This is an optimization exercise on Yosys and OpenROAD, whose aim is small area, a short achievable clock period and few clock cycles, not a production implementation.
Where RTL was checked, it was by simulation tests only, not by an equivalence proof against the original.
Power and IR drop assume default switching activity.

the previous run:
// mmult
module mmult#(parameter MATRIX_SIZE = 3,
              parameter INPUT_UNIT_LEN = 8,
              parameter OUTPUT_UNIT_LEN = INPUT_UNIT_LEN*2+1)
             (input clk,
              input reset_n,
              input enable,
              input [0:9*INPUT_UNIT_LEN-1] A_mat,
              input [0:9*INPUT_UNIT_LEN-1] B_mat,
              output valid,
              output wire [0:9*OUTPUT_UNIT_LEN-1] C_mat);
export LEC_CHECK = 0
export CAP_MARGIN = 30
export CORE_MARGIN = 2
export CORE_UTILIZATION = 40
export SETUP_SLACK_MARGIN = 3.0
export SLEW_MARGIN = 45
export SYNTH_HIERARCHICAL = 1
create_clock -name core_clock -period 8.0 [get_ports {clk}]
run.sh (not shown) runs the stock make flow with config.mk's settings and CLKGATE_MAP_FILE= SYNTH_SCRIPT=/design/flow/synth_recipe.tcl, a recipe that flattens the netlist after the stock synthesis.
Both conditions hold for the previous run: the flow ran to the end and the final layout passed the timing, design-rule and antenna checks.
Inputs modified between the previous run and the current run:
# the previous run
export LEC_CHECK = 0
export CAP_MARGIN = 30
export CORE_MARGIN = 2
export CORE_UTILIZATION = 40
export SETUP_SLACK_MARGIN = 3.0
export SLEW_MARGIN = 45
export SYNTH_HIERARCHICAL = 1
create_clock -name core_clock -period 8.0 [get_ports {clk}]
# the current run
export LEC_CHECK = 0
export CAP_MARGIN = 30
export CORE_MARGIN = 2
export CORE_UTILIZATION = 40
export SLEW_MARGIN = 45
export SYNTH_HIERARCHICAL = 1
create_clock -name core_clock -period 8.0 [get_ports {clk}]
==> run summary <==
Delta(non-clock buffer count, the current run - the previous run) < 0
Worst stage delay on the critical path: the previous run and the current run compared, higher one is the current run
Share of power burned in the clock network is lower on the previous run
Leakage power of the design, the previous run and the current run, higher one = the previous run.
Against the previous run, the current run comes in 0.86 ns lower on worst setup slack.
The current run vs the previous run: number of standard cells in the layout, taps in and fillers out down
Combinational logic power | the current run below the previous run
The current run reports a lower antenna diode instance count than the previous run does.
Going from the previous run to the current run, overall power after layout shrank by a little under 10%.
Core utilization ended up 0.91 points lower on the current run than on the previous run.
No run of this note included a check of the RTL's function; only the layout flow was run.

========
Another version of the RTL of mmult (not shown whole).
Size: roughly 280 flip-flops, ~300 I/O pins.
==> flow/config.mk <==
export PLATFORM = sky130hd
export DESIGN_NAME = mmult
export DESIGN_NICKNAME = mmult
export VERILOG_FILES = /design/flow/design.v
export SDC_FILE = /design/flow/constraint.sdc
export NUM_CORES = 4
export LEC_CHECK = 0
export CAP_MARGIN = 30
export CORE_MARGIN = 2
export CORE_UTILIZATION = 40
export SETUP_SLACK_MARGIN = 3.3
export SLEW_MARGIN = 45
export SYNTH_HIERARCHICAL = 1
export TNS_END_PERCENT = 5
==> flow/constraint.sdc <==
create_clock -name core_clock -period 8.0 [get_ports {clk}]
set_input_delay 1.6000 -clock core_clock [delete_from_list [all_inputs] [get_ports {clk}]]
set_output_delay 1.6000 -clock core_clock [all_outputs]
set_load 0.01 [all_outputs]
standard.sh (not shown) runs the stock make flow with config.mk's settings and CLKGATE_MAP_FILE= SYNTH_SCRIPT=/design/flow/synth_recipe.tcl, a recipe that flattens the netlist after the stock synthesis.
==> flow/flow/run.sh <==
#!/bin/bash
# The standard layout (the standard.sh, synthesis unchanged), except for
# the port buffers: every input and output port still gets exactly one
# buffer, but a buf_4 instead of the weak buffer buffer_ports picks on its
# own, and after global placement each port buffer is moved from beside its
# pin to the logic it serves (move_port_buffers.tcl); detailed placement
# then legalizes it.  make's output goes to standard.log; each step's log
# stays in orfs/logs.
set -euo pipefail
export BUFFER_PORTS_ARGS="-buffer_cell sky130_fd_sc_hd__buf_4"
export POST_GLOBAL_PLACE_TCL="$PWD/flow/move_port_buffers.tcl"
bash standard.sh finish > standard.log 2>&1
==> flow/flow/move_port_buffers.tcl <==
# Move each port buffer from beside its pin to the logic it serves: an
# input port's buffer to the middle of the cells it drives, an output
# port's buffer next to the cell that drives it.  The port itself drives,
# or is driven by, the longer wire to the pin instead of a small logic
# cell.  Detailed placement legalizes the moved buffers afterwards.
set block [ord::get_db_block]
set moved 0
foreach bterm [$block getBTerms] {
  set net [$bterm getNet]
  if { $net == "NULL" } { continue }
  if { [$net getSigType] != "SIGNAL" } { continue }
  set iterms [$net getITerms]
  if { [llength $iterms] != 1 } { continue }
  set buf [[lindex $iterms 0] getInst]
  set master [[$buf getMaster] getName]
  if { ![string match "sky130_fd_sc_hd__buf_*" $master] } { continue }
  # the buffer's other net
  set other "NULL"
  foreach it [$buf getITerms] {
    set n [$it getNet]
    if { $n == "NULL" || $n == $net } { continue }
    if { [$n getSigType] != "SIGNAL" } { continue }
    set other $n
  }
  if { $other == "NULL" } { continue }
  set xs 0; set ys 0; set cnt 0
  foreach it [$other getITerms] {
    set i [$it getInst]
    if { $i == $buf } { continue }
    set loc [$i getLocation]
    incr xs [lindex $loc 0]; incr ys [lindex $loc 1]; incr cnt
  }
  if { $cnt == 0 } { continue }
  $buf setLocation [expr {$xs / $cnt}] [expr {$ys / $cnt}]
  $buf setPlacementStatus PLACED
  incr moved
}
puts "move_port_buffers: moved $moved port buffers"
Testbench counts at the start, summed over its fixed seeds: cycles 320.
Change:
Settings changed: CORE_UTILIZATION 40 to 50.
The changed run completed without violations.
Utilization goes up by 11 points.
Design area goes down by 1.1%.
Die area goes down by 20%.
Sequential power hardly moves.
Total power goes down by 3.9%.
Clock-buffer cell count goes up by 4.
Clock power goes down by about 9%.
Routed wire length goes down by 7.5%.
Sequential share of layout area goes up by 0.12 points.
Maximum frequency goes up by 1.4%.

========
== job 3438 ==
Another version of the RTL of mmult (not shown whole).
Size in the first run: roughly 4700 cells after synthesis, roughly 280 flip-flops, roughly 300 I/O pins, about 49000 um2 of cells after synthesis.
==> flow/config.mk <==
export PLATFORM = sky130hd
export DESIGN_NAME = mmult
export DESIGN_NICKNAME = mmult
export VERILOG_FILES = /design/flow/design.v
export SDC_FILE = /design/flow/constraint.sdc
export NUM_CORES = 4
export LEC_CHECK = 0
export CAP_MARGIN = 30
export CORE_MARGIN = 2
export CORE_UTILIZATION = 40
export SETUP_SLACK_MARGIN = 3.5
export SLEW_MARGIN = 45
export SYNTH_HIERARCHICAL = 1
export TNS_END_PERCENT = 5
==> flow/constraint.sdc <==
create_clock -name core_clock -period 8.0 [get_ports {clk}]
set_input_delay 1.6000 -clock core_clock [delete_from_list [all_inputs] [get_ports {clk}]]
set_output_delay 1.6000 -clock core_clock [all_outputs]
set_load 0.01 [all_outputs]
==> flow/flow/run.sh <==
#!/bin/bash
# The standard layout (the standard.sh, synthesis unchanged), except that
# the port buffers are a stronger buffer than the one buffer_ports picks on
# its own: every input and output port still gets exactly one buffer.
set -euo pipefail
export BUFFER_PORTS_ARGS="-buffer_cell sky130_fd_sc_hd__buf_4"
bash standard.sh finish > standard.log 2>&1
Testbench counts of job 3438, summed over its fixed seeds: cycles 320.
Changes in job 6532 relative to job 3438:
- CORE_UTILIZATION: 40 -> 55
==> flow/run.sh (new file) <==
#!/bin/bash
# synth_recipe.tcl (not shown) runs the flow's synth.tcl, then flattens the netlist and writes it again
# the make line also repeats each setting of config.mk as NAME=value (left out here)
make -C /OpenROAD-flow-scripts/flow DESIGN_CONFIG=/design/flow/config.mk WORK_HOME=/design/flow/orfs CLKGATE_MAP_FILE= SYNTH_SCRIPT=/design/flow/synth_recipe.tcl finish
removed: flow/flow/run.sh
removed: flow/standard.sh
Results
In the tables for job 6532 and job 3438, final critical delay including setup and external delays reads lower with job 3438. Going from job 3438 to job 6532, internal power consumption grew by a few percent. Job 6532 against job 3438: cell area picked up an extra about 5.4%, post-CTS setup buffer count moved up.
The following lists how job 3437 was set up differently from job 6532:
- a change of CORE_UTILIZATION from 55 to 40
- a deleted TNS_END_PERCENT that had been 5
- a deleted SETUP_SLACK_MARGIN that had been 3.5
==> flow/flow/run.sh (new file) <==
#!/bin/bash
# The standard layout (the standard.sh, synthesis unchanged), except that
# the port buffers are a stronger buffer than the one buffer_ports picks on
# its own: every input and output port still gets exactly one buffer.
set -euo pipefail
export BUFFER_PORTS_ARGS="-buffer_cell sky130_fd_sc_hd__buf_4"
bash standard.sh finish > standard.log 2>&1
==> flow/standard.sh (new file) <==
#!/bin/bash
# synth_recipe.tcl (not shown) runs the flow's synth.tcl, then flattens the netlist and writes it again
# the make line also repeats each setting of config.mk as NAME=value (left out here)
make -C /OpenROAD-flow-scripts/flow DESIGN_CONFIG=/design/flow/config.mk WORK_HOME=/design/flow/orfs CLKGATE_MAP_FILE= SYNTH_SCRIPT=/design/flow/synth_recipe.tcl "${@:-finish}"
removed: flow/run.sh
==> run summary <==
For job 6532, the cell with the largest stage delay on the worst path was sky130_fd_sc_hd__clkdlybuf4s50_1, unlike job 3437, where it was sky130_fd_sc_hd__o311ai_0. Job 3437 ended with less routed length on met3 than job 6532. Total wirelength of the detailed-routed design, job 6532 and job 3437: larger value in job 6532. Job 3437 vs. job 6532: net switching share of the total power now larger, slew at the pin closest to its max-slew limit increased 41 ps, routability congestion estimate now smaller, count of non-CTS buffers in the layout decreased about 33%. Sort job 6532 and job 3437 by signed area change from the synthesized netlist to the final layout asc -> top: job 3437. Sequential share of layout area (higher): job 3437. Setup slack: job 3437 vs job 6532 down 410 ps.
Input-level comparison between job 2410 and job 3437:
- setting SETUP_SLACK_MARGIN to 4.0 for the first time
==> flow/run.sh (new file) <==
#!/bin/bash
# synth_recipe.tcl (not shown) runs the flow's synth.tcl, then flattens the netlist and writes it again
# the make line also repeats each setting of config.mk as NAME=value (left out here)
make -C /OpenROAD-flow-scripts/flow DESIGN_CONFIG=/design/flow/config.mk WORK_HOME=/design/flow/orfs CLKGATE_MAP_FILE= SYNTH_SCRIPT=/design/flow/synth_recipe.tcl finish
removed: flow/flow/run.sh
removed: flow/standard.sh
--- outcome ---
As far as required time of the critical path is concerned, job 3437 and job 2410 perform about the same. Fmax delta (job 2410 − job 3437): favourable. Job 2410 falls short of job 3437 in total design power. Job 2410 ends up with a total global routing track utilization that is 7.4 points higher than in job 3437. Of job 2410 and job 3437, the run reporting the higher cell area was job 2410. Job 2410 reports its master of the slowest instance on the critical path as sky130_fd_sc_hd__fa_1 while job 3437 reports sky130_fd_sc_hd__o311ai_0. Note that the routed wire length recorded for job 2410 amounts to 1.3 times the value seen in job 3437. Relative to job 3437, the worst setup slack before clock tree synthesis of job 2410 is lower by 830 ps. Cmp job 2410 and job 3437 / part of the power in registers / lower: job 2410.

## afterwards: timing with drivers on the ports
How much do the figures lean on ideal ports? The routed layouts below were timed once more, with nothing changed but the port constraints. Step 1 (the two cells are an assumption about what drives the block):
set clk [get_ports {clk}]
set_driving_cell -lib_cell sky130_fd_sc_hd__clkbuf_16 $clk
set_driving_cell -lib_cell sky130_fd_sc_hd__buf_2 [delete_from_list [all_inputs] $clk]
Step 2 moves the port delays by t, midway between the first and last clock arrival at a register: inputs arrive t later, outputs are due t later. That takes back most of the time a late clock gives input paths. a / b / c = ideal / step 1 / step 2; a / b = the first two.
| run | shift t [ns] | slack for setup (ns) | clock arrival spread, ns |
|---|---|---|---|
| the previous run | 0.704 | 2.692 / 2.617 / 2.360 | 0.019 / 0.018 |
| the current run | 0.704 | 1.833 / 1.758 / 2.374 | 0.017 / 0.017 |
| the first run of note 2 | 0.708 | 3.298 / 3.217 / 2.557 | 0.047 / 0.047 |
| the second run of note 2 | 0.703 | 3.363 / 3.287 / 2.609 | 0.042 / 0.041 |
| job 3438 | 0.682 | 3.230 / 3.153 / 2.836 | 0.038 / 0.038 |
| job 6532 | 0.650 | 3.156 / 3.086 / 2.681 | 0.042 / 0.042 |
| job 3437 | 0.667 | 2.749 / 2.676 / 2.730 | 0.018 / 0.018 |
| job 2410 | 0.706 | 3.225 / 3.144 / 2.871 | 0.031 / 0.031 |
After both steps setup and hold are still met in every run listed. The setup slack of the second run of note 2, which loses most, moves by -0.076 ns with the drivers and by -0.754 ns with both steps.
